Source: an optimization exercise on an open RTL-to-GDS flow (aim: small area). Production flows keep margins and buffers that such runs may drop. In this exercise RTL edits were held to simulation tests only and were not proved equivalent to the original.

==> flow/design.v <==
module eth_crc32_gen (
  input         clk,
  input         rst_n,
  input         data_vld,
  input         data_eop,
  input         data_sop,
  input  [63:0] data_in,
  input  [2:0]  data_be,
  output [31:0] crc_out,
  output reg    crc_vld
);
  reg  [31:0] crc_n;
  wire [31:0] crc_d_n;
  wire [7:0]  sel;      
  wire        nsop;
  cg_dec u_dec (.be(data_be), .sop(data_sop), .sel(sel), .nsop(nsop));
  wire [63:0] y;
  wire [31:0] sd;       
  assign y[63:32] = data_in[63:32];
  genvar g;
  generate for (g = 0; g < 32; g = g + 1) begin : sg
    cg_nd2 un (.a(crc_n[g]), .b(nsop), .y(sd[g]));
    cg_x2 ux (.a(data_in[g]), .b(sd[g]), .y(y[g]));
  end endgenerate
  wire [63:0] xs;
  generate for (g = 0; g < 8; g = g + 1) begin : lg
    cg_nd2 ul0_0 (.a(sel[0]), .b(y[0+g]), .y(xs[0+g]));
    cg_a22o ul1_0 (.a1(sel[0]), .a2(y[8+g]), .b1(sel[1]), .b2(y[0+g]), .y(xs[8+g]));
    cg_a222oi ul2_0 (.a1(sel[0]), .a2(y[16+g]), .b1(sel[1]), .b2(y[8+g]), .c1(sel[2]), .c2(y[0+g]), .y(xs[16+g]));
    wire l3_0;
    cg_a222oi ul3_0 (.a1(sel[0]), .a2(y[24+g]), .b1(sel[1]), .b2(y[16+g]), .c1(sel[2]), .c2(y[8+g]), .y(l3_0));
    wire l3_1;
    cg_nd2 ul3_1 (.a(sel[3]), .b(y[0+g]), .y(l3_1));
    cg_nd2 ul3_n (.a(l3_0), .b(l3_1), .y(xs[24+g]));
    wire l4_0;
    cg_a222oi ul4_0 (.a1(sel[0]), .a2(y[32+g]), .b1(sel[1]), .b2(y[24+g]), .c1(sel[2]), .c2(y[16+g]), .y(l4_0));
    cg_a22oi_nd2 ul4_n (.a1(sel[3]), .a2(y[8+g]), .b1(sel[4]), .b2(y[0+g]), .g1(l4_0), .y(xs[32+g]));
    wire l5_0;
    cg_a222oi ul5_0 (.a1(sel[0]), .a2(y[40+g]), .b1(sel[1]), .b2(y[32+g]), .c1(sel[2]), .c2(y[24+g]), .y(l5_0));
    wire l5_1;
    cg_a222oi ul5_1 (.a1(sel[3]), .a2(y[16+g]), .b1(sel[4]), .b2(y[8+g]), .c1(sel[5]), .c2(y[0+g]), .y(l5_1));
    cg_nd2 ul5_n (.a(l5_0), .b(l5_1), .y(xs[40+g]));
    wire l6_0;
    cg_a222oi ul6_0 (.a1(sel[0]), .a2(y[48+g]), .b1(sel[1]), .b2(y[40+g]), .c1(sel[2]), .c2(y[32+g]), .y(l6_0));
    wire l6_1;
    cg_a222oi ul6_1 (.a1(sel[3]), .a2(y[24+g]), .b1(sel[4]), .b2(y[16+g]), .c1(sel[5]), .c2(y[8+g]), .y(l6_1));
    wire l6_2;
    cg_nd2 ul6_2 (.a(sel[6]), .b(y[0+g]), .y(l6_2));
    cg_nd3 ul6_n (.a(l6_0), .b(l6_1), .c(l6_2), .y(xs[48+g]));
    wire l7_0;
    cg_a222oi ul7_0 (.a1(sel[0]), .a2(y[56+g]), .b1(sel[1]), .b2(y[48+g]), .c1(sel[2]), .c2(y[40+g]), .y(l7_0));
    wire l7_1;
    cg_a222oi ul7_1 (.a1(sel[3]), .a2(y[32+g]), .b1(sel[4]), .b2(y[24+g]), .c1(sel[5]), .c2(y[16+g]), .y(l7_1));
    cg_a22oi_nd3 ul7_n (.a1(sel[6]), .a2(y[8+g]), .b1(sel[7]), .b2(y[0+g]), .g1(l7_0), .g2(l7_1), .y(xs[56+g]));
  end endgenerate
  wire [23:0] tl;
  generate for (g = 0; g < 8; g = g + 1) begin : tg
    cg_a222oi ut0_0 (.a1(sel[7]), .a2(sd[8+g]), .b1(sel[6]), .b2(sd[16+g]), .c1(sel[5]), .c2(sd[24+g]), .y(tl[g]));
    cg_a22o ut1_0 (.a1(sel[7]), .a2(sd[16+g]), .b1(sel[6]), .b2(sd[24+g]), .y(tl[8+g]));
    cg_nd2 ut2_0 (.a(sel[7]), .b(sd[24+g]), .y(tl[16+g]));
  end endgenerate
  wire t88; cg_x2 ux88 (.a(xs[3]), .b(xs[13]), .y(t88));
  wire t89; cg_x2 ux89 (.a(xs[19]), .b(xs[39]), .y(t89));
  wire t90; cg_x2 ux90 (.a(xs[11]), .b(xs[12]), .y(t90));
  wire t91; cg_x2 ux91 (.a(xs[4]), .b(xs[9]), .y(t91));
  wire t92; cg_x2 ux92 (.a(xs[6]), .b(xs[16]), .y(t92));
  wire t93; cg_x2 ux93 (.a(xs[32]), .b(xs[54]), .y(t93));
  wire t94; cg_x2 ux94 (.a(xs[8]), .b(xs[37]), .y(t94));
  wire t95; cg_x2 ux95 (.a(xs[7]), .b(xs[36]), .y(t95));
  wire t96; cg_x2 ux96 (.a(xs[5]), .b(xs[15]), .y(t96));
  wire t97; cg_x2 ux97 (.a(xs[30]), .b(xs[55]), .y(t97));
  wire t98; cg_x2 ux98 (.a(xs[47]), .b(t88), .y(t98));
  wire t99; cg_x2 ux99 (.a(xs[10]), .b(xs[56]), .y(t99));
  wire t100; cg_x2 ux100 (.a(xs[51]), .b(t89), .y(t100));
  wire t101; cg_x2 ux101 (.a(xs[18]), .b(xs[38]), .y(t101));
  wire t102; cg_x2 ux102 (.a(xs[31]), .b(xs[61]), .y(t102));
  wire t103; cg_x2 ux103 (.a(xs[35]), .b(xs[60]), .y(t103));
  wire t104; cg_x2 ux104 (.a(xs[14]), .b(xs[43]), .y(t104));
  wire t105; cg_x2 ux105 (.a(xs[34]), .b(xs[44]), .y(t105));
  wire t106; cg_x2 ux106 (.a(xs[27]), .b(t93), .y(t106));
  wire t107; cg_x2 ux107 (.a(xs[20]), .b(xs[40]), .y(t107));
  wire t108; cg_x2 ux108 (.a(xs[48]), .b(t91), .y(t108));
  wire t109; cg_x2 ux109 (.a(xs[25]), .b(xs[45]), .y(t109));
  wire t110; cg_x2 ux110 (.a(xs[17]), .b(xs[63]), .y(t110));
  wire t111; cg_x2 ux111 (.a(xs[26]), .b(xs[53]), .y(t111));
  wire t112; cg_x2 ux112 (.a(xs[41]), .b(t90), .y(t112));
  wire t113; cg_x2 ux113 (.a(xs[46]), .b(xs[62]), .y(t113));
  wire t114; cg_x2 ux114 (.a(xs[50]), .b(xs[57]), .y(t114));
  wire t115; cg_x2 ux115 (.a(xs[0]), .b(xs[2]), .y(t115));
  wire t116; cg_x2 ux116 (.a(xs[22]), .b(xs[59]), .y(t116));
  wire t117; cg_x2 ux117 (.a(xs[42]), .b(xs[58]), .y(t117));
  wire t118; cg_x2 ux118 (.a(xs[1]), .b(xs[21]), .y(t118));
  wire t119; cg_x2 ux119 (.a(xs[49]), .b(t96), .y(t119));
  wire t120; cg_x2 ux120 (.a(xs[24]), .b(t102), .y(t120));
  wire t121; cg_x2 ux121 (.a(xs[63]), .b(t94), .y(t121));
  wire t122; cg_x2 ux122 (.a(xs[29]), .b(t98), .y(t122));
  wire t123; cg_x2 ux123 (.a(xs[33]), .b(t92), .y(t123));
  wire t124; cg_x2 ux124 (.a(t95), .b(t113), .y(t124));
  wire t125; cg_x2 ux125 (.a(xs[52]), .b(t107), .y(t125));
  wire t126; cg_x2 ux126 (.a(xs[23]), .b(t97), .y(t126));
  wire t127; cg_x2 ux127 (.a(xs[11]), .b(t106), .y(t127));
  wire t128; cg_x2 ux128 (.a(xs[5]), .b(t120), .y(t128));
  wire t129; cg_x2 ux129 (.a(t92), .b(t103), .y(t129));
  wire t130; cg_x2 ux130 (.a(xs[34]), .b(t112), .y(t130));
  wire t131; cg_x2 ux131 (.a(xs[8]), .b(xs[62]), .y(t131));
  wire t132; cg_x2 ux132 (.a(xs[23]), .b(t118), .y(t132));
  wire t133; cg_x2 ux133 (.a(xs[2]), .b(t109), .y(t133));
  wire t134; cg_x2 ux134 (.a(xs[13]), .b(t116), .y(t134));
  wire t135; cg_x2 ux135 (.a(xs[17]), .b(xs[35]), .y(t135));
  wire t136; cg_x2 ux136 (.a(xs[31]), .b(xs[59]), .y(t136));
  wire t137; cg_x2 ux137 (.a(t108), .b(t124), .y(t137));
  wire t138; cg_x2 ux138 (.a(xs[1]), .b(t100), .y(t138));
  wire t139; cg_x2 ux139 (.a(xs[16]), .b(xs[25]), .y(t139));
  wire t140; cg_x2 ux140 (.a(xs[41]), .b(t104), .y(t140));
  wire t141; cg_x2 ux141 (.a(t115), .b(t117), .y(t141));
  wire t142; cg_x2 ux142 (.a(xs[21]), .b(t110), .y(t142));
  wire t143; cg_x2 ux143 (.a(xs[24]), .b(t105), .y(t143));
  wire t144; cg_x2 ux144 (.a(xs[7]), .b(t105), .y(t144));
  wire t145; cg_x2 ux145 (.a(t99), .b(t104), .y(t145));
  wire t146; cg_x2 ux146 (.a(xs[4]), .b(t99), .y(t146));
  wire t147; cg_x2 ux147 (.a(xs[28]), .b(xs[29]), .y(t147));
  wire t148; cg_x2 ux148 (.a(xs[12]), .b(xs[28]), .y(t148));
  wire t149; cg_x2 ux149 (.a(xs[49]), .b(t128), .y(t149));
  wire t150; cg_x2 ux150 (.a(xs[46]), .b(t144), .y(t150));
  wire t151; cg_x2 ux151 (.a(xs[38]), .b(t140), .y(t151));
  wire t152; cg_x2 ux152 (.a(xs[47]), .b(t121), .y(t152));
  wire t153; cg_x2 ux153 (.a(t97), .b(t108), .y(t153));
  wire t154; cg_x2 ux154 (.a(xs[20]), .b(xs[43]), .y(t154));
  wire t155; cg_x2 ux155 (.a(xs[40]), .b(xs[42]), .y(t155));
  wire t156; cg_x2 ux156 (.a(t114), .b(t118), .y(t156));
  wire t157; cg_x2 ux157 (.a(t125), .b(t147), .y(t157));
  wire t158; cg_x2 ux158 (.a(xs[3]), .b(t133), .y(t158));
  wire t159; cg_x2 ux159 (.a(xs[36]), .b(t127), .y(t159));
  wire t160; cg_x2 ux160 (.a(xs[55]), .b(t117), .y(t160));
  wire t161; cg_x2 ux161 (.a(xs[56]), .b(t130), .y(t161));
  wire t162; cg_x2 ux162 (.a(xs[52]), .b(t139), .y(t162));
  wire t163; cg_x2 ux163 (.a(xs[54]), .b(t122), .y(t163));
  wire t164; cg_x2 ux164 (.a(xs[60]), .b(t126), .y(t164));
  wire t165; cg_x2 ux165 (.a(xs[6]), .b(t126), .y(t165));
  wire t166; cg_x2 ux166 (.a(xs[32]), .b(t112), .y(t166));
  wire t167; cg_x2 ux167 (.a(xs[32]), .b(xs[57]), .y(t167));
  wire t168; cg_x2 ux168 (.a(xs[33]), .b(xs[57]), .y(t168));
  wire t169; cg_x2 ux169 (.a(xs[37]), .b(t135), .y(t169));
  wire t170; cg_x2 ux170 (.a(xs[50]), .b(xs[58]), .y(t170));
  wire t171; cg_x2 ux171 (.a(t111), .b(t142), .y(t171));
  wire t172; cg_x2 ux172 (.a(xs[39]), .b(t95), .y(t172));
  wire t173; cg_x2 ux173 (.a(xs[10]), .b(t93), .y(t173));
  wire t174; cg_x2 ux174 (.a(t101), .b(t109), .y(t174));
  wire t175; cg_x2 ux175 (.a(t101), .b(t129), .y(t175));
  wire t176; cg_x2 ux176 (.a(xs[2]), .b(xs[46]), .y(t176));
  wire t177; cg_x2 ux177 (.a(xs[49]), .b(t154), .y(t177));
  wire t178; cg_x2 ux178 (.a(t164), .b(t174), .y(t178));
  wire t179; cg_x2 ux179 (.a(xs[29]), .b(t155), .y(t179));
  wire t180; cg_x2 ux180 (.a(t127), .b(t149), .y(t180));
  wire t181; cg_x2 ux181 (.a(xs[59]), .b(xs[60]), .y(t181));
  wire t182; cg_x2 ux182 (.a(xs[31]), .b(xs[34]), .y(t182));
  wire t183; cg_x2 ux183 (.a(xs[10]), .b(xs[34]), .y(t183));
  wire t184; cg_x2 ux184 (.a(t153), .b(t181), .y(t184));
  wire t185; cg_x2 ux185 (.a(t130), .b(t172), .y(t185));
  wire t186; cg_x2 ux186 (.a(t132), .b(t170), .y(t186));
  wire t187; cg_x2 ux187 (.a(xs[53]), .b(t129), .y(t187));
  wire t188; cg_x2 ux188 (.a(xs[7]), .b(t160), .y(t188));
  wire t189; cg_x2 ux189 (.a(t145), .b(t184), .y(t189));
  wire t190; cg_x2 ux190 (.a(xs[13]), .b(t169), .y(t190));
  wire t191; cg_x2 ux191 (.a(t157), .b(t158), .y(t191));
  wire t192; cg_x2 ux192 (.a(xs[16]), .b(t100), .y(t192));
  wire t193; cg_x2 ux193 (.a(xs[56]), .b(t98), .y(t193));
  wire t194; cg_x2 ux194 (.a(xs[27]), .b(xs[42]), .y(t194));
  wire t195; cg_x2 ux195 (.a(xs[15]), .b(xs[24]), .y(t195));
  wire t196; cg_x2 ux196 (.a(t116), .b(t195), .y(t196));
  wire t197; cg_x2 ux197 (.a(t116), .b(t131), .y(t197));
  wire t198; cg_x2 ux198 (.a(xs[8]), .b(xs[45]), .y(t198));
  wire t199; cg_x2 ux199 (.a(xs[45]), .b(t173), .y(t199));
  wire t200; cg_x2 ux200 (.a(t111), .b(t115), .y(t200));
  wire t201; cg_x2 ux201 (.a(xs[35]), .b(t200), .y(t201));
  wire t202; cg_x2 ux202 (.a(xs[35]), .b(t163), .y(t202));
  wire t203; cg_x2 ux203 (.a(t95), .b(t138), .y(t203));
  wire t204; cg_x2 ux204 (.a(xs[38]), .b(xs[58]), .y(t204));
  wire t205; cg_x2 ux205 (.a(t102), .b(t119), .y(t205));
  wire t206; cg_x2 ux206 (.a(xs[44]), .b(t99), .y(t206));
  wire t207; cg_x2 ux207 (.a(xs[44]), .b(t167), .y(t207));
  wire t208; cg_x2 ux208 (.a(xs[0]), .b(xs[5]), .y(t208));
  wire t209; cg_x2 ux209 (.a(xs[0]), .b(xs[4]), .y(t209));
  wire t210; cg_x2 ux210 (.a(xs[52]), .b(t96), .y(t210));
  wire t211; cg_x2 ux211 (.a(t123), .b(t159), .y(t211));
  wire t212; cg_x2 ux212 (.a(xs[30]), .b(t119), .y(t212));
  wire t213; cg_x2 ux213 (.a(t94), .b(t156), .y(t213));
  wire t214; cg_x2 ux214 (.a(t94), .b(t125), .y(t214));
  wire t215; cg_x2 ux215 (.a(xs[19]), .b(t150), .y(t215));
  wire t216; cg_x2 ux216 (.a(xs[22]), .b(t175), .y(t216));
  wire t217; cg_x2 ux217 (.a(t143), .b(t145), .y(t217));
  wire t218; cg_x2 ux218 (.a(t110), .b(t143), .y(t218));
  wire t219; cg_x2 ux219 (.a(xs[39]), .b(xs[48]), .y(t219));
  wire t220; cg_x2 ux220 (.a(xs[48]), .b(t210), .y(t220));
  wire t221; cg_x2 ux221 (.a(xs[15]), .b(t123), .y(t221));
  wire t222; cg_x2 ux222 (.a(xs[1]), .b(xs[14]), .y(t222));
  wire t223; cg_x2 ux223 (.a(xs[14]), .b(t111), .y(t223));
  wire t224; cg_x2 ux224 (.a(xs[27]), .b(t90), .y(t224));
  wire t225; cg_x2 ux225 (.a(t88), .b(t132), .y(t225));
  wire t226; cg_x2 ux226 (.a(t161), .b(t216), .y(t226));
  wire t227; cg_x2 ux227 (.a(xs[18]), .b(t136), .y(t227));
  wire t228; cg_x2 ux228 (.a(t101), .b(t225), .y(t228));
  wire t229; cg_x2 ux229 (.a(xs[9]), .b(t122), .y(t229));
  wire t230; cg_x2 ux230 (.a(t106), .b(t152), .y(t230));
  wire t231; cg_x2 ux231 (.a(xs[28]), .b(xs[55]), .y(t231));
  wire t232; cg_x2 ux232 (.a(xs[6]), .b(xs[33]), .y(t232));
  wire t233; cg_x2 ux233 (.a(t119), .b(t146), .y(t233));
  wire t234; cg_x2 ux234 (.a(xs[61]), .b(t123), .y(t234));
  wire t235; cg_x2 ux235 (.a(xs[61]), .b(t168), .y(t235));
  wire t236; cg_x2 ux236 (.a(xs[22]), .b(xs[26]), .y(t236));
  wire t237; cg_x2 ux237 (.a(t165), .b(t166), .y(t237));
  wire t238; cg_x2 ux238 (.a(t103), .b(t171), .y(t238));
  wire t239; cg_x2 ux239 (.a(xs[26]), .b(t146), .y(t239));
  wire t240; cg_x2 ux240 (.a(xs[12]), .b(xs[23]), .y(t240));
  wire t241; cg_x2 ux241 (.a(t91), .b(t238), .y(t241));
  wire t242; cg_x2 ux242 (.a(t91), .b(t151), .y(t242));
  wire t243; cg_x2 ux243 (.a(t141), .b(t217), .y(t243));
  wire t244; cg_x2 ux244 (.a(t148), .b(t193), .y(t244));
  wire t245; cg_x2 ux245 (.a(t110), .b(t148), .y(t245));
  wire t246; cg_x2 ux246 (.a(t134), .b(t240), .y(t246));
  wire t247; cg_x2 ux247 (.a(t134), .b(t234), .y(t247));
  wire t248; cg_x2 ux248 (.a(xs[14]), .b(t114), .y(t248));
  wire t249; cg_x2 ux249 (.a(t89), .b(t114), .y(t249));
  wire t250; cg_x2 ux250 (.a(xs[3]), .b(tl[0]), .y(t250));
  wire t251; cg_x2 ux251 (.a(t250), .b(t89), .y(t251));
  wire t252; cg_x2 ux252 (.a(t251), .b(t125), .y(t252));
  wire t253; cg_x2 ux253 (.a(t252), .b(t135), .y(t253));
  wire t254; cg_x2 ux254 (.a(t253), .b(t153), .y(t254));
  wire t255; cg_x2 ux255 (.a(t254), .b(t183), .y(t255));
  wire t256; cg_x2 ux256 (.a(t255), .b(t204), .y(t256));
  wire t257; cg_x2 ux257 (.a(t256), .b(t211), .y(t257));
  cg_x2 uo0 (.a(t257), .b(t222), .y(crc_d_n[0]));
  wire t258; cg_x2 ux258 (.a(xs[21]), .b(xs[33]), .y(t258));
  wire t259; cg_x2 ux259 (.a(t258), .b(xs[53]), .y(t259));
  wire t260; cg_x2 ux260 (.a(t259), .b(tl[1]), .y(t260));
  wire t261; cg_x2 ux261 (.a(t260), .b(t107), .y(t261));
  wire t262; cg_x2 ux262 (.a(t261), .b(t115), .y(t262));
  wire t263; cg_x2 ux263 (.a(t262), .b(t169), .y(t263));
  wire t264; cg_x2 ux264 (.a(t263), .b(t185), .y(t264));
  wire t265; cg_x2 ux265 (.a(t264), .b(t227), .y(t265));
  wire t266; cg_x2 ux266 (.a(t265), .b(t231), .y(t266));
  cg_xn2 uo1 (.a(t266), .b(t233), .y(crc_d_n[1]));
  wire t267; cg_x2 ux267 (.a(xs[19]), .b(xs[36]), .y(t267));
  wire t268; cg_x2 ux268 (.a(t267), .b(tl[2]), .y(t268));
  wire t269; cg_x2 ux269 (.a(t268), .b(t88), .y(t269));
  wire t270; cg_x2 ux270 (.a(t269), .b(t93), .y(t270));
  wire t271; cg_x2 ux271 (.a(t270), .b(t179), .y(t271));
  wire t272; cg_x2 ux272 (.a(t271), .b(t208), .y(t272));
  wire t273; cg_x2 ux273 (.a(t272), .b(t213), .y(t273));
  cg_x2 uo2 (.a(t273), .b(t226), .y(crc_d_n[2]));
  wire t274; cg_x2 ux274 (.a(xs[12]), .b(xs[20]), .y(t274));
  wire t275; cg_x2 ux275 (.a(t274), .b(xs[22]), .y(t275));
  wire t276; cg_x2 ux276 (.a(t275), .b(tl[3]), .y(t276));
  wire t277; cg_x2 ux277 (.a(t276), .b(t141), .y(t277));
  wire t278; cg_x2 ux278 (.a(t277), .b(t165), .y(t278));
  wire t279; cg_x2 ux279 (.a(t278), .b(t190), .y(t279));
  wire t280; cg_x2 ux280 (.a(t279), .b(t203), .y(t280));
  wire t281; cg_x2 ux281 (.a(t280), .b(t235), .y(t281));
  cg_xn2 uo3 (.a(t281), .b(t242), .y(crc_d_n[3]));
  wire t282; cg_x2 ux282 (.a(xs[62]), .b(tl[4]), .y(t282));
  wire t283; cg_x2 ux283 (.a(t282), .b(t96), .y(t283));
  wire t284; cg_x2 ux284 (.a(t283), .b(t136), .y(t284));
  wire t285; cg_x2 ux285 (.a(t284), .b(t172), .y(t285));
  wire t286; cg_x2 ux286 (.a(t285), .b(t214), .y(t286));
  wire t287; cg_x2 ux287 (.a(t286), .b(t228), .y(t287));
  cg_x2 uo4 (.a(t287), .b(t243), .y(crc_d_n[4]));
  wire t288; cg_x2 ux288 (.a(xs[11]), .b(xs[40]), .y(t288));
  wire t289; cg_x2 ux289 (.a(t288), .b(tl[5]), .y(t289));
  wire t290; cg_x2 ux290 (.a(t289), .b(t89), .y(t290));
  wire t291; cg_x2 ux291 (.a(t290), .b(t118), .y(t291));
  wire t292; cg_x2 ux292 (.a(t291), .b(t121), .y(t292));
  wire t293; cg_x2 ux293 (.a(t292), .b(t158), .y(t293));
  wire t294; cg_x2 ux294 (.a(t293), .b(t187), .y(t294));
  wire t295; cg_x2 ux295 (.a(t294), .b(t196), .y(t295));
  wire t296; cg_x2 ux296 (.a(t295), .b(t207), .y(t296));
  cg_xn2 uo5 (.a(t296), .b(t242), .y(crc_d_n[5]));
  wire t297; cg_x2 ux297 (.a(xs[61]), .b(tl[6]), .y(t297));
  wire t298; cg_x2 ux298 (.a(t297), .b(t103), .y(t298));
  wire t299; cg_x2 ux299 (.a(t298), .b(t133), .y(t299));
  wire t300; cg_x2 ux300 (.a(t299), .b(t194), .y(t300));
  wire t301; cg_x2 ux301 (.a(t300), .b(t215), .y(t301));
  wire t302; cg_x2 ux302 (.a(t301), .b(t220), .y(t302));
  wire t303; cg_x2 ux303 (.a(t302), .b(t222), .y(t303));
  wire t304; cg_x2 ux304 (.a(t303), .b(t236), .y(t304));
  cg_x2 uo6 (.a(t304), .b(t237), .y(crc_d_n[6]));
  wire t305; cg_x2 ux305 (.a(xs[23]), .b(tl[7]), .y(t305));
  wire t306; cg_x2 ux306 (.a(t305), .b(t120), .y(t306));
  wire t307; cg_x2 ux307 (.a(t306), .b(t124), .y(t307));
  wire t308; cg_x2 ux308 (.a(t307), .b(t177), .y(t308));
  wire t309; cg_x2 ux309 (.a(t308), .b(t194), .y(t309));
  wire t310; cg_x2 ux310 (.a(t309), .b(t198), .y(t310));
  wire t311; cg_x2 ux311 (.a(t310), .b(t201), .y(t311));
  wire t312; cg_x2 ux312 (.a(t311), .b(t221), .y(t312));
  cg_x2 uo7 (.a(t312), .b(t244), .y(crc_d_n[7]));
  wire t313; cg_x2 ux313 (.a(xs[28]), .b(tl[8]), .y(t313));
  wire t314; cg_x2 ux314 (.a(t313), .b(t104), .y(t314));
  wire t315; cg_x2 ux315 (.a(t314), .b(t106), .y(t315));
  wire t316; cg_x2 ux316 (.a(t315), .b(t122), .y(t316));
  wire t317; cg_x2 ux317 (.a(t316), .b(t137), .y(t317));
  wire t318; cg_x2 ux318 (.a(t317), .b(t139), .y(t318));
  wire t319; cg_x2 ux319 (.a(t318), .b(t213), .y(t319));
  cg_x2 uo8 (.a(t319), .b(t218), .y(crc_d_n[8]));
  wire t320; cg_x2 ux320 (.a(xs[18]), .b(tl[9]), .y(t320));
  wire t321; cg_x2 ux321 (.a(t320), .b(t92), .y(t321));
  wire t322; cg_x2 ux322 (.a(t321), .b(t105), .y(t322));
  wire t323; cg_x2 ux323 (.a(t322), .b(t119), .y(t323));
  wire t324; cg_x2 ux324 (.a(t323), .b(t138), .y(t324));
  wire t325; cg_x2 ux325 (.a(t324), .b(t152), .y(t325));
  wire t326; cg_x2 ux326 (.a(t325), .b(t159), .y(t326));
  wire t327; cg_x2 ux327 (.a(t326), .b(t191), .y(t327));
  cg_xn2 uo9 (.a(t327), .b(t236), .y(crc_d_n[9]));
  wire t328; cg_x2 ux328 (.a(xs[37]), .b(tl[10]), .y(t328));
  wire t329; cg_x2 ux329 (.a(t328), .b(t147), .y(t329));
  wire t330; cg_x2 ux330 (.a(t329), .b(t176), .y(t330));
  wire t331; cg_x2 ux331 (.a(t330), .b(t185), .y(t331));
  wire t332; cg_x2 ux332 (.a(t331), .b(t186), .y(t332));
  wire t333; cg_x2 ux333 (.a(t332), .b(t199), .y(t333));
  cg_x2 uo10 (.a(t333), .b(t223), .y(crc_d_n[10]));
  wire t334; cg_x2 ux334 (.a(xs[33]), .b(xs[38]), .y(t334));
  wire t335; cg_x2 ux335 (.a(t334), .b(xs[51]), .y(t335));
  wire t336; cg_x2 ux336 (.a(t335), .b(tl[11]), .y(t336));
  wire t337; cg_x2 ux337 (.a(t336), .b(t94), .y(t337));
  wire t338; cg_x2 ux338 (.a(t337), .b(t97), .y(t338));
  wire t339; cg_x2 ux339 (.a(t338), .b(t155), .y(t339));
  wire t340; cg_x2 ux340 (.a(t339), .b(t176), .y(t340));
  wire t341; cg_x2 ux341 (.a(t340), .b(t196), .y(t341));
  wire t342; cg_x2 ux342 (.a(t341), .b(t202), .y(t342));
  cg_x2 uo11 (.a(t342), .b(t224), .y(crc_d_n[11]));
  wire t343; cg_x2 ux343 (.a(xs[36]), .b(xs[39]), .y(t343));
  wire t344; cg_x2 ux344 (.a(t343), .b(tl[12]), .y(t344));
  wire t345; cg_x2 ux345 (.a(t344), .b(t108), .y(t345));
  wire t346; cg_x2 ux346 (.a(t345), .b(t151), .y(t346));
  wire t347; cg_x2 ux347 (.a(t346), .b(t162), .y(t347));
  wire t348; cg_x2 ux348 (.a(t347), .b(t164), .y(t348));
  wire t349; cg_x2 ux349 (.a(t348), .b(t182), .y(t349));
  cg_xn2 uo12 (.a(t349), .b(t244), .y(crc_d_n[12]));
  wire t350; cg_x2 ux350 (.a(tl[13]), .b(t120), .y(t350));
  wire t351; cg_x2 ux351 (.a(t350), .b(t179), .y(t351));
  wire t352; cg_x2 ux352 (.a(t351), .b(t190), .y(t352));
  wire t353; cg_x2 ux353 (.a(t352), .b(t207), .y(t353));
  wire t354; cg_x2 ux354 (.a(t353), .b(t219), .y(t354));
  wire t355; cg_x2 ux355 (.a(t354), .b(t223), .y(t355));
  cg_x2 uo13 (.a(t355), .b(t233), .y(crc_d_n[13]));
  wire t356; cg_x2 ux356 (.a(xs[40]), .b(xs[58]), .y(t356));
  wire t357; cg_x2 ux357 (.a(t356), .b(xs[62]), .y(t357));
  wire t358; cg_x2 ux358 (.a(t357), .b(tl[14]), .y(t358));
  wire t359; cg_x2 ux359 (.a(t358), .b(t114), .y(t359));
  wire t360; cg_x2 ux360 (.a(t359), .b(t140), .y(t360));
  wire t361; cg_x2 ux361 (.a(t360), .b(t174), .y(t361));
  wire t362; cg_x2 ux362 (.a(t361), .b(t211), .y(t362));
  cg_xn2 uo14 (.a(t362), .b(t212), .y(crc_d_n[14]));
  wire t363; cg_x2 ux363 (.a(xs[26]), .b(xs[37]), .y(t363));
  wire t364; cg_x2 ux364 (.a(t363), .b(xs[41]), .y(t364));
  wire t365; cg_x2 ux365 (.a(t364), .b(xs[50]), .y(t365));
  wire t366; cg_x2 ux366 (.a(t365), .b(tl[15]), .y(t366));
  wire t367; cg_x2 ux367 (.a(t366), .b(t100), .y(t367));
  wire t368; cg_x2 ux368 (.a(t367), .b(t136), .y(t368));
  wire t369; cg_x2 ux369 (.a(t368), .b(t150), .y(t369));
  wire t370; cg_x2 ux370 (.a(t369), .b(t160), .y(t370));
  wire t371; cg_x2 ux371 (.a(t370), .b(t221), .y(t371));
  cg_x2 uo15 (.a(t371), .b(t245), .y(crc_d_n[15]));
  wire t372; cg_x2 ux372 (.a(xs[11]), .b(xs[18]), .y(t372));
  wire t373; cg_x2 ux373 (.a(t372), .b(tl[16]), .y(t373));
  wire t374; cg_x2 ux374 (.a(t373), .b(t117), .y(t374));
  wire t375; cg_x2 ux375 (.a(t374), .b(t163), .y(t375));
  wire t376; cg_x2 ux376 (.a(t375), .b(t189), .y(t376));
  wire t377; cg_x2 ux377 (.a(t376), .b(t198), .y(t377));
  wire t378; cg_x2 ux378 (.a(t377), .b(t203), .y(t378));
  cg_xn2 uo16 (.a(t378), .b(t232), .y(crc_d_n[16]));
  wire t379; cg_x2 ux379 (.a(xs[57]), .b(tl[17]), .y(t379));
  wire t380; cg_x2 ux380 (.a(t379), .b(t90), .y(t380));
  wire t381; cg_x2 ux381 (.a(t380), .b(t115), .y(t381));
  wire t382; cg_x2 ux382 (.a(t381), .b(t189), .y(t382));
  wire t383; cg_x2 ux383 (.a(t382), .b(t205), .y(t383));
  wire t384; cg_x2 ux384 (.a(t383), .b(t214), .y(t384));
  cg_xn2 uo17 (.a(t384), .b(t215), .y(crc_d_n[17]));
  wire t385; cg_x2 ux385 (.a(xs[9]), .b(xs[20]), .y(t385));
  wire t386; cg_x2 ux386 (.a(t385), .b(xs[45]), .y(t386));
  wire t387; cg_x2 ux387 (.a(t386), .b(tl[18]), .y(t387));
  wire t388; cg_x2 ux388 (.a(t387), .b(t98), .y(t388));
  wire t389; cg_x2 ux389 (.a(t388), .b(t131), .y(t389));
  wire t390; cg_x2 ux390 (.a(t389), .b(t156), .y(t390));
  wire t391; cg_x2 ux391 (.a(t390), .b(t166), .y(t391));
  wire t392; cg_x2 ux392 (.a(t391), .b(t187), .y(t392));
  wire t393; cg_x2 ux393 (.a(t392), .b(t204), .y(t393));
  wire t394; cg_x2 ux394 (.a(t393), .b(t205), .y(t394));
  cg_xn2 uo18 (.a(t394), .b(t206), .y(crc_d_n[18]));
  wire t395; cg_x2 ux395 (.a(xs[39]), .b(xs[51]), .y(t395));
  wire t396; cg_x2 ux396 (.a(t395), .b(tl[19]), .y(t396));
  wire t397; cg_x2 ux397 (.a(t396), .b(t90), .y(t397));
  wire t398; cg_x2 ux398 (.a(t397), .b(t137), .y(t398));
  wire t399; cg_x2 ux399 (.a(t398), .b(t141), .y(t399));
  wire t400; cg_x2 ux400 (.a(t399), .b(t142), .y(t400));
  wire t401; cg_x2 ux401 (.a(t400), .b(t199), .y(t401));
  wire t402; cg_x2 ux402 (.a(t401), .b(t247), .y(t402));
  cg_xn2 uo19 (.a(t402), .b(t248), .y(crc_d_n[19]));
  wire t403; cg_x2 ux403 (.a(tl[20]), .b(t100), .y(t403));
  wire t404; cg_x2 ux404 (.a(t403), .b(t137), .y(t404));
  wire t405; cg_x2 ux405 (.a(t404), .b(t154), .y(t405));
  wire t406; cg_x2 ux406 (.a(t405), .b(t175), .y(t406));
  wire t407; cg_x2 ux407 (.a(t406), .b(t212), .y(t407));
  wire t408; cg_x2 ux408 (.a(t407), .b(t230), .y(t408));
  cg_x2 uo20 (.a(t408), .b(t246), .y(crc_d_n[20]));
  wire t409; cg_x2 ux409 (.a(xs[28]), .b(xs[30]), .y(t409));
  wire t410; cg_x2 ux410 (.a(t409), .b(tl[21]), .y(t410));
  wire t411; cg_x2 ux411 (.a(t410), .b(t98), .y(t411));
  wire t412; cg_x2 ux412 (.a(t411), .b(t103), .y(t412));
  wire t413; cg_x2 ux413 (.a(t412), .b(t121), .y(t413));
  wire t414; cg_x2 ux414 (.a(t413), .b(t144), .y(t414));
  wire t415; cg_x2 ux415 (.a(t414), .b(t180), .y(t415));
  wire t416; cg_x2 ux416 (.a(t415), .b(t186), .y(t416));
  cg_x2 uo21 (.a(t416), .b(t209), .y(crc_d_n[21]));
  wire t417; cg_x2 ux417 (.a(xs[17]), .b(xs[30]), .y(t417));
  wire t418; cg_x2 ux418 (.a(t417), .b(xs[54]), .y(t418));
  wire t419; cg_x2 ux419 (.a(t418), .b(tl[22]), .y(t419));
  wire t420; cg_x2 ux420 (.a(t419), .b(t128), .y(t420));
  wire t421; cg_x2 ux421 (.a(t420), .b(t170), .y(t421));
  wire t422; cg_x2 ux422 (.a(t421), .b(t183), .y(t422));
  wire t423; cg_x2 ux423 (.a(t422), .b(t191), .y(t423));
  wire t424; cg_x2 ux424 (.a(t423), .b(t192), .y(t424));
  wire t425; cg_x2 ux425 (.a(t424), .b(t197), .y(t425));
  cg_x2 uo22 (.a(t425), .b(t224), .y(crc_d_n[22]));
  wire t426; cg_x2 ux426 (.a(xs[0]), .b(xs[25]), .y(t426));
  wire t427; cg_x2 ux427 (.a(t426), .b(xs[51]), .y(t427));
  wire t428; cg_x2 ux428 (.a(t427), .b(tl[23]), .y(t428));
  wire t429; cg_x2 ux429 (.a(t428), .b(t88), .y(t429));
  wire t430; cg_x2 ux430 (.a(t429), .b(t113), .y(t430));
  wire t431; cg_x2 ux431 (.a(t430), .b(t157), .y(t431));
  wire t432; cg_x2 ux432 (.a(t431), .b(t227), .y(t432));
  wire t433; cg_x2 ux433 (.a(t432), .b(t237), .y(t433));
  cg_xn2 uo23 (.a(t433), .b(t241), .y(crc_d_n[23]));
  wire t434; cg_x2 ux434 (.a(t107), .b(t128), .y(t434));
  wire t435; cg_x2 ux435 (.a(t434), .b(t171), .y(t435));
  wire t436; cg_x2 ux436 (.a(t435), .b(t188), .y(t436));
  wire t437; cg_x2 ux437 (.a(t436), .b(t219), .y(t437));
  wire t438; cg_x2 ux438 (.a(t437), .b(t226), .y(t438));
  cg_xn2 uo24 (.a(t438), .b(t229), .y(crc_d_n[24]));
  wire t439; cg_x2 ux439 (.a(xs[9]), .b(t161), .y(t439));
  wire t440; cg_x2 ux440 (.a(t439), .b(t162), .y(t440));
  wire t441; cg_x2 ux441 (.a(t440), .b(t177), .y(t441));
  wire t442; cg_x2 ux442 (.a(t441), .b(t188), .y(t442));
  wire t443; cg_x2 ux443 (.a(t442), .b(t197), .y(t443));
  wire t444; cg_x2 ux444 (.a(t443), .b(t228), .y(t444));
  cg_x2 uo25 (.a(t444), .b(t235), .y(crc_d_n[25]));
  wire t445; cg_x2 ux445 (.a(t131), .b(t241), .y(t445));
  wire t446; cg_x2 ux446 (.a(t445), .b(t243), .y(t446));
  wire t447; cg_x2 ux447 (.a(t446), .b(t246), .y(t447));
  cg_xn2 uo26 (.a(t447), .b(t249), .y(crc_d_n[26]));
  wire t448; cg_x2 ux448 (.a(xs[43]), .b(t100), .y(t448));
  wire t449; cg_x2 ux449 (.a(t448), .b(t167), .y(t449));
  wire t450; cg_x2 ux450 (.a(t449), .b(t178), .y(t450));
  wire t451; cg_x2 ux451 (.a(t450), .b(t209), .y(t451));
  wire t452; cg_x2 ux452 (.a(t451), .b(t218), .y(t452));
  wire t453; cg_x2 ux453 (.a(t452), .b(t220), .y(t453));
  cg_xn2 uo27 (.a(t453), .b(t247), .y(crc_d_n[27]));
  wire t454; cg_x2 ux454 (.a(xs[3]), .b(t111), .y(t454));
  wire t455; cg_x2 ux455 (.a(t454), .b(t137), .y(t455));
  wire t456; cg_x2 ux456 (.a(t455), .b(t178), .y(t456));
  wire t457; cg_x2 ux457 (.a(t456), .b(t180), .y(t457));
  cg_xn2 uo28 (.a(t457), .b(t206), .y(crc_d_n[28]));
  wire t458; cg_x2 ux458 (.a(t90), .b(t109), .y(t458));
  wire t459; cg_x2 ux459 (.a(t458), .b(t113), .y(t459));
  wire t460; cg_x2 ux460 (.a(t459), .b(t149), .y(t460));
  wire t461; cg_x2 ux461 (.a(t460), .b(t230), .y(t461));
  wire t462; cg_x2 ux462 (.a(t461), .b(t231), .y(t462));
  wire t463; cg_x2 ux463 (.a(t462), .b(t232), .y(t463));
  wire t464; cg_x2 ux464 (.a(t463), .b(t239), .y(t464));
  cg_xn2 uo29 (.a(t464), .b(t249), .y(crc_d_n[29]));
  wire t465; cg_x2 ux465 (.a(xs[30]), .b(t124), .y(t465));
  wire t466; cg_x2 ux466 (.a(t465), .b(t138), .y(t466));
  wire t467; cg_x2 ux467 (.a(t466), .b(t162), .y(t467));
  wire t468; cg_x2 ux468 (.a(t467), .b(t202), .y(t468));
  wire t469; cg_x2 ux469 (.a(t468), .b(t208), .y(t469));
  wire t470; cg_x2 ux470 (.a(t469), .b(t239), .y(t470));
  wire t471; cg_x2 ux471 (.a(t470), .b(t245), .y(t471));
  cg_x2 uo30 (.a(t471), .b(t248), .y(crc_d_n[30]));
  wire t472; cg_x2 ux472 (.a(t96), .b(t101), .y(t472));
  wire t473; cg_x2 ux473 (.a(t472), .b(t121), .y(t473));
  wire t474; cg_x2 ux474 (.a(t473), .b(t168), .y(t474));
  wire t475; cg_x2 ux475 (.a(t474), .b(t173), .y(t475));
  wire t476; cg_x2 ux476 (.a(t475), .b(t182), .y(t476));
  wire t477; cg_x2 ux477 (.a(t476), .b(t192), .y(t477));
  wire t478; cg_x2 ux478 (.a(t477), .b(t201), .y(t478));
  cg_x2 uo31 (.a(t478), .b(t229), .y(crc_d_n[31]));
  always @(posedge clk) begin
    crc_n   <= crc_d_n;
    crc_vld <= rst_n & data_vld & data_eop;
  end
  assign crc_out = crc_n;
endmodule
module cg_dec (input [2:0] be, input sop, output [7:0] sel, output nsop);
  assign sel[0] = (be == 3'd0);
  assign sel[1] = (be == 3'd7);
  assign sel[2] = (be == 3'd6);
  assign sel[3] = (be == 3'd5);
  assign sel[4] = (be == 3'd4);
  assign sel[5] = (be == 3'd3);
  assign sel[6] = (be == 3'd2);
  assign sel[7] = (be == 3'd1);
  assign nsop = ~sop;
endmodule
module cg_nd2 (input a, input b, output y);
  assign y = ~(a & b);
endmodule
module cg_a22o (input a1, input a2, input b1, input b2, output y);
  assign y = (a1 & a2) | (b1 & b2);
endmodule
module cg_a222oi (input a1, input a2, input b1, input b2, input c1, input c2, output y);
  assign y = ~((a1 & a2) | (b1 & b2) | (c1 & c2));
endmodule
module cg_a22oi_nd2 (input a1, input a2, input b1, input b2, input g1, output y);
  assign y = ~(g1 & ~((a1 & a2) | (b1 & b2)));
endmodule
module cg_a22oi_nd3 (input a1, input a2, input b1, input b2, input g1, input g2, output y);
  assign y = ~(g1 & g2 & ~((a1 & a2) | (b1 & b2)));
endmodule
module cg_nd4 (input a, input b, input c, input d, output y);
  assign y = ~(a & b & c & d);
endmodule
module cg_nd3 (input a, input b, input c, output y);
  assign y = ~(a & b & c);
endmodule
module cg_x2 (input a, input b, output y);
  assign y = a ^ b;
endmodule
module cg_xn2 (input a, input b, output y);
  assign y = ~(a ^ b);
endmodule
==> flow/flow/run.sh <==
#!/bin/bash
# The standard layout, except:
#  - the port buffers are plain buf_1 cells (buffer_ports otherwise picks
#    clkdlybuf4s50_1, 2.7x larger); every port still gets its own buffer;
#  - clock tree: clkbuf_8 buffers and no dummy loads.
# All output goes to standard.log (ORFS's own logs are under orfs/logs).
set -euo pipefail
export BUFFER_PORTS_ARGS="-buffer_cell sky130_fd_sc_hd__buf_1"
export CTS_ARGS="-sink_clustering_enable -repair_clock_nets -dont_use_dummy_load -buf_list sky130_fd_sc_hd__clkbuf_8 -sink_clustering_size 50 -sink_clustering_max_diameter 400"
bash standard.sh > standard.log 2>&1
==> flow/standard.sh <==
#!/bin/bash
# synth_recipe.tcl (not shown) runs the flow's synth.tcl, then flattens the netlist and writes it again
# the make line also repeats each setting of config.mk as NAME=value (left out here)
make -C /OpenROAD-flow-scripts/flow DESIGN_CONFIG=/design/flow/config.mk WORK_HOME=/design/flow/orfs CLKGATE_MAP_FILE= SYNTH_SCRIPT=/design/flow/synth_recipe.tcl "${@:-finish}"
==> flow/config.mk <==
export PLATFORM = sky130hd
export DESIGN_NAME = eth_crc32_gen
export DESIGN_NICKNAME = eth_crc32_gen
export VERILOG_FILES = /design/flow/design.v
export SDC_FILE = /design/flow/constraint.sdc
export NUM_CORES = 4
export LEC_CHECK = 0
export CAP_MARGIN = 20
export CORE_MARGIN = 2
export CORE_UTILIZATION = 40
export SETUP_SLACK_MARGIN = 0.4
export SLEW_MARGIN = 20
export SYNTH_HIERARCHICAL = 1
export SYNTH_MINIMUM_KEEP_SIZE = 0
==> flow/constraint.sdc <==
create_clock -name core_clock -period 9.0 [get_ports {clk}]
set_input_delay 1.8000 -clock core_clock [delete_from_list [all_inputs] [get_ports {clk}]]
set_output_delay 1.8000 -clock core_clock [all_outputs]
set_load 0.01 [all_outputs]
==> results of run 1 <==
## critical path, delay by kind of cell
kind	cells	cell delay, ns
buf+inv	2	0.39
simple gates	2	0.57
xor+xnor	11	4.34
## final timing paths
kind            start  cells after the start  slack (ns)   endpoint
max          data_sop                     15        2.10  crc_n[30]
max reg2reg  crc_n[3]                     13        3.71  crc_n[30]
min reg2reg  crc_n[4]                      5        1.19  crc_n[21]
min          crc_n[4]                      5        1.19  crc_n[21]
## Yosys stat by module (local to each module, per instance)
module	times used	flops+latches	cells inside
cg_x2	439	0	1
cg_xn2	16	0	1
eth_crc32_gen	1	33	34
cg_a222oi	80	0	1
cg_nd2	80	0	1
cg_a22o	16	0	1
cg_nd3	8	0	1
cg_a22oi_nd3	8	0	2
cg_dec	1	0	9
cg_a22oi_nd2	8	0	2
## placed cells by master, fill, tap and decap left out, types with 5 or more instances in the layout
cell      count
a222oi_1     80
a22o_1       16
a22oi_1      16
buf_1       104
buf_4        11
clkbuf_8      5
dfxtp_1      33
nand2_1      88
nand3_1      16
xnor2_1      16
xor2_1      439
## metrics by stage
step                      hold slack, ns  cells
after detailed placement           1.167   1017
after global routing               1.259   1022
after floorplan                   0.9554    714
final                              1.194   1022
after CTS                          1.179   1022
after global placement             1.173   1017
## sequential cells by signal (all words and copies together) (netlist names)
name and cells:
crc_n 32, crc_vld 1
## layer usage
layer	track usage [%]	vias to the layer above	share of wire [%]
met1	44.22	2896	43
met4	10.02	0	2.9
met5	0	-	0
met2	47.22	421	44
met3	4.033	49	9.5
li1	-	2801	-
## kinds of logic after synthesis
logic type,Yosys count,share of synthesized area (%)
simple gates,113,7.779
compound gates,112,17.13
flops,33,10.67
xor+xnor,455,64.36
buf+inv,1,0.06056
## cell type report
| type | count | area [um2] | area share (%) |
|---|---|---|---|
| clock buffers | 5 | 68.82 | 0.9846 |
| well taps | 188 | 235.2 | 3.366 |
| flip-flops and latches | 33 | 660.6 | 9.452 |
| repair buffers | 115 | 473.0 | 6.767 |
| multi-input cells | 680 | 5548 | 79.38 |
| inverters | 1 | 3.754 | 0.05371 |
==> flow_summary.json, run 1 <==
{
  "start_kind": "primary input",
  "cts.sinks": 33,
  "rows": 45,
  "rsz0062_at_grt": "false",
  "drt_iter0_drc": 1155,
  "cts_resized": 0,
  "wl_per_cell_um": 25.44,
  "die_w_um": 128.4,
  "drcViolationCount": 0,
  "end_kind": "register",
  "grt_max_degree": 65,
  "cts_buffers": 5,
  "fin_crit_ns": 6.903,
  "ys_async_sr_fraction_pct": 0,
  "slowest_delay_ns": 0.79,
  "path_cells": "buf_1, inv_1, nand2_1, xor2_1, nand2_1, xor2_1, xor2_1, xor2_1, xor2_1, xor2_1, xor2_1, xor2_1, xor2_1, xor2_1, xor2_1",
  "placed_area_um2": 6920,
  "crit_fanout": 12,
  "slew_viol_final": 0,
  "vias": 6167,
  "cap_violations": 0,
  "grt_overflow": 0,
  "min_path_type": "reg -> reg",
  "die_area_um2": 16490,
  "tightest_slew_ns": 1.153,
  "crit_type": "in -> reg",
  "hpwl_um": 21170,
  "firstDrtPassIters": 11,
  "diodes": 0,
  "syn-num-nets": 786,
  "design_area_um2": 6989,
  "globalplace.congestion": 1.075,
  "cts_tree": "done",
  "syn_inst": 714,
  "antenna_found_initial": 0,
  "clockBufferDepth": 2,
  "grt_pass1_wl_um": 37190,
  "finalHoldViolCount": 0,
  "yosysWarnings": 7,
  "grt_pass1_vias": 5647,
  "ys_top_cells_by_area": "xor2_1 62%, a222oi_1 13%, dfxtp_1 11%",
  "postSynthRegisterBits": 33,
  "io_pins": 105,
  "drive_gt1_share_pct": 2.878,
  "insertion_delay_ns": 0.29,
  "fmax_mhz": 144.9,
  "skew_ns": 0.01158,
  "worst_ep_arrival_time_ns": 7.12,
  "numPortBuffers": 104,
  "utilization_pct": 46.15,
  "yosys.area.top_type": "xor2_1",
  "slew_headroom_pct": 22.87,
  "postCtsSetupBuffers": 0,
  "crit_path_frequent_cell": "xor2_1",
  "outcome": "finished clean",
  "fp.dieH_um": 128.4,
  "synth_top_flop_cell": "dfxtp_1",
  "antenna_left": 0,
  "synthTopCellsByCount": "439 x xor2_1, 88 x nand2_1, 80 x a222oi_1",
  "start_util_pct": 40.88,
  "vias_per_cell": 6.034,
  "final_nets": 908,
  "fill_cells": 1555,
  "pre_cts_ws_ns": 1.909,
  "setup_viol": 0,
  "synth_top_area_share_pct": 62.09,
  "ctsRootBufferMaster": "clkbuf_8",
  "routed_wl_um": 26000,
  "syn_avg_cell_area_um2": 8.673,
  "netlist-cell-type-count": 14,
  "htreeDepth": 2,
  "synth-edff-count": 0,
  "crit_slowest_cell": "xor2_1",
  "path_clk_slew_ns": 0.07,
  "gr-usage-all-layers_pct": 30.71,
  "area_growth_pct": 12.87,
  "netlist_area_um2": 6192,
  "period_share_pct": 76.70,
  "worst_slack_ns": 2.097,
  "cp.required_ns": 9.22,
  "holdBufCountCts": 0,
  "timing.setup.tns_ns": 0,
  "post-synth-top-count-cell": "xor2_1",
  "ys_seq_area_share_pct": 10.67,
  "core_area_um2": 15150
}
==> inputs of run 2 (changes only) <==
--- a/flow/flow/run.sh
+++ b/flow/flow/run.sh
@@ -7,4 +7,4 @@
 set -euo pipefail
 export BUFFER_PORTS_ARGS="-buffer_cell sky130_fd_sc_hd__buf_1"
-export CTS_ARGS="-sink_clustering_enable -repair_clock_nets -dont_use_dummy_load -buf_list sky130_fd_sc_hd__clkbuf_8 -sink_clustering_size 50 -sink_clustering_max_diameter 400"
+export CTS_ARGS="-sink_clustering_enable -repair_clock_nets -dont_use_dummy_load -buf_list sky130_fd_sc_hd__clkbuf_8"
 bash standard.sh > standard.log 2>&1
==> run 2 against run 1 <==
Global-route usage unchanged. Critical path depth unchanged. Still clean on timing, DRC and antenna. Critical endpoint unchanged. Critical path type unchanged. Worst hold slack unchanged.
==> flow_summary.json, run 2 <==
{
  "outcome": "finished clean",
  "tightest_slew_ns": 1.153,
  "postCtsSetupBuffers": 0,
  "core_area_um2": 15150,
  "drcViolationCount": 0,
  "cts_resized": 0,
  "final_nets": 908,
  "grt_pass1_wl_um": 37190,
  "period_share_pct": 76.70,
  "hpwl_um": 21170,
  "ys_async_sr_fraction_pct": 0,
  "end_kind": "register",
  "timing.setup.tns_ns": 0,
  "die_w_um": 128.4,
  "gr-usage-all-layers_pct": 30.71,
  "holdWs_ns": 1.194,
  "ys_top_cells_by_area": "xor2_1 62%, a222oi_1 13%, dfxtp_1 11%",
  "reg_top3": "crc_n x32, crc_vld x1",
  "final_common_cell": "xor2_1",
  "io_pins": 105,
  "yosysWarnings": 7,
  "min_path_type": "reg -> reg",
  "use_met2_pct": 47.22,
  "fp.dieH_um": 128.4,
  "cts_buffers": 5,
  "met1_usage_pct": 44.22,
  "slew_viol_final": 0,
  "antenna_found_initial": 0,
  "vias_per_cell": 6.034,
  "crit_type": "in -> reg",
  "seq_area_um2": 660.6,
  "regMostFlops": "crc_n",
  "drt_iter0_drc": 1155,
  "postSynthRegisterBits": 33,
  "final_cell_mix": "439 x xor2_1, 104 x buf_1, 88 x nand2_1",
  "htreeDepth": 2,
  "antenna_left": 0,
  "grt_overflow": 0,
  "slowest_delay_ns": 0.79,
  "rows": 45,
  "setup_viol": 0,
  "crit_path_frequent_cell": "xor2_1",
  "skew_ns": 0.01158,
  "syn_inst": 714,
  "ctsRootBufferMaster": "clkbuf_8",
  "globalplace.congestion": 1.075,
  "vias": 6167,
  "cts_tree": "done",
  "synth_top_area_share_pct": 62.09,
  "area_growth_pct": 12.87,
  "crit_fanout": 12,
  "netlist_area_um2": 6192,
  "holdBufCountCts": 0,
  "cts.sinks": 33,
  "pre_cts_ws_ns": 1.909,
  "synth-edff-count": 0,
  "rsz0062_at_grt": "false",
  "r2r_slack_ns": 3.71,
  "crit_slowest_cell": "xor2_1",
  "wl_per_cell_um": 25.44,
  "drive_gt1_share_pct": 2.878,
  "worst_ep_arrival_time_ns": 7.12,
  "synth_top_flop_cell": "dfxtp_1",
  "worst_slack_ns": 2.097,
  "insertion_delay_ns": 0.29,
  "numPortBuffers": 104,
  "routed_wl_um": 26000,
  "post-synth-top-count-cell": "xor2_1",
  "yosys.area.top_type": "xor2_1",
  "firstDrtPassIters": 11,
  "slew_headroom_pct": 22.87,
  "fmax_mhz": 144.9,
  "fill_cells": 1555,
  "finalHoldViolCount": 0,
  "path_buf_inv": 2,
  "utilization_pct": 46.15,
  "netlist-cell-type-count": 14,
  "cap_violations": 0,
  "diodes": 0,
  "fin_crit_ns": 6.903,
  "ys_seq_area_share_pct": 10.67,
  "grt_pass1_vias": 5647,
  "multi_input_area_um2": 5548,
  "syn-num-nets": 786,
  "path_cells": "buf_1, inv_1, nand2_1, xor2_1, nand2_1, xor2_1, xor2_1, xor2_1, xor2_1, xor2_1, xor2_1, xor2_1, xor2_1, xor2_1, xor2_1",
  "clockBufferDepth": 2,
  "die_area_um2": 16490,
  "cp.required_ns": 9.22,
  "grt_max_degree": 65,
  "synthTopCellsByCount": "439 x xor2_1, 88 x nand2_1, 80 x a222oi_1",
  "gr-usage-met3_pct": 4.033,
  "syn_avg_cell_area_um2": 8.673,
  "grt_busiest_layer": "met2",
  "crit_family": "XOR/XNOR gates",
  "path_clk_slew_ns": 0.07,
  "largest_reg_flops": 32,
  "start_kind": "primary input",
  "start_util_pct": 40.88
}
## run 2: cell counts in the layout (fill, tap and decap cells not counted)
Identical to the previous run, type by type.
## run 2: routing by layer
layer	part of all wire [%]	vias to the layer above	routed length, um
li1	-	2801	-
met1	43	2896	11290
met2	44	421	11470
met3	9.5	49	2476
met4	2.9	0	767
met5	0	-	0
## run 2: path summary, 6_finish.rpt
kind	startpoint	endpoint	cells past startpoint
setup / recovery	data_sop	crc_n[30]	15
hold / removal	crc_n[4]	crc_n[21]	5
setup reg to reg	crc_n[3]	crc_n[30]	13
hold reg to reg	crc_n[4]	crc_n[21]	5
## run 2: logic make-up after synthesis
family,after synthesis,share of synthesized area (%)
flip-flops,33,10.67
AND/OR/NAND/NOR,113,7.779
XOR/XNOR,455,64.36
buffers and inverters,1,0.06056
AO/OA/AOI/OAI,112,17.13
## run 2: metrics by stage
step           cell area, um2  cells
6_report                 6989   1022
5_1_grt                  6989   1022
4_1_cts                  6989   1022
3_5_place_dp             6920   1017
3_3_place_gp             6920   1017
2_1_floorplan            6192    714
## run 2: layout make-up
type | instances | area share (%)
clock buffers | 5 | 0.9846
inverters | 1 | 0.05371
multi-input cells | 680 | 79.38
flip-flops and latches | 33 | 9.452
well taps | 188 | 3.366
repair buffers | 115 | 6.767
## run 2: worst register-to-register path, delay by kind of cell, from the launching register on
kind,cells,cell delay [ns]
simple gates,2,0.52
flops,1,0.33
xor+xnor,11,4.36
## run 2: modules after synthesis, one instance, submodules excluded
module         cells  copies in the design
eth_crc32_gen     34                     1
cg_dec             9                     1
cg_a22o            1                    16
cg_nd3             1                     8
cg_xn2             1                    16
cg_a22oi_nd2       2                     8
cg_a22oi_nd3       2                     8
cg_x2              1                   439
cg_a222oi          1                    80
cg_nd2             1                    80

## re-timing with driven ports
The flow's constraints put no driver on any port. The routed layouts listed below were extracted and timed again, unchanged, in two steps. Step 1: set_driving_cell puts a clkbuf_16 on clk and a buf_2 on each other input, an assumption about the parent block. Step 2, shift: input delay + t, output delay - t, t = (earliest + latest rising clock arrival at the registers) / 2. This alone moves slack from input paths to output paths. Slacks: no drivers / after step 1 / after step 2; pairs: no drivers / after step 1.
run | t (ns) | slack for setup (ns) | hold WS [ns]
run 1 | 0.319 | 2.097 / 2.110 / 1.791 | 1.194 / 1.194 / 1.194
run 2 | 0.319 | 2.097 / 2.110 / 1.791 | 1.194 / 1.194 / 1.194
After both steps every run listed still meets setup and hold.
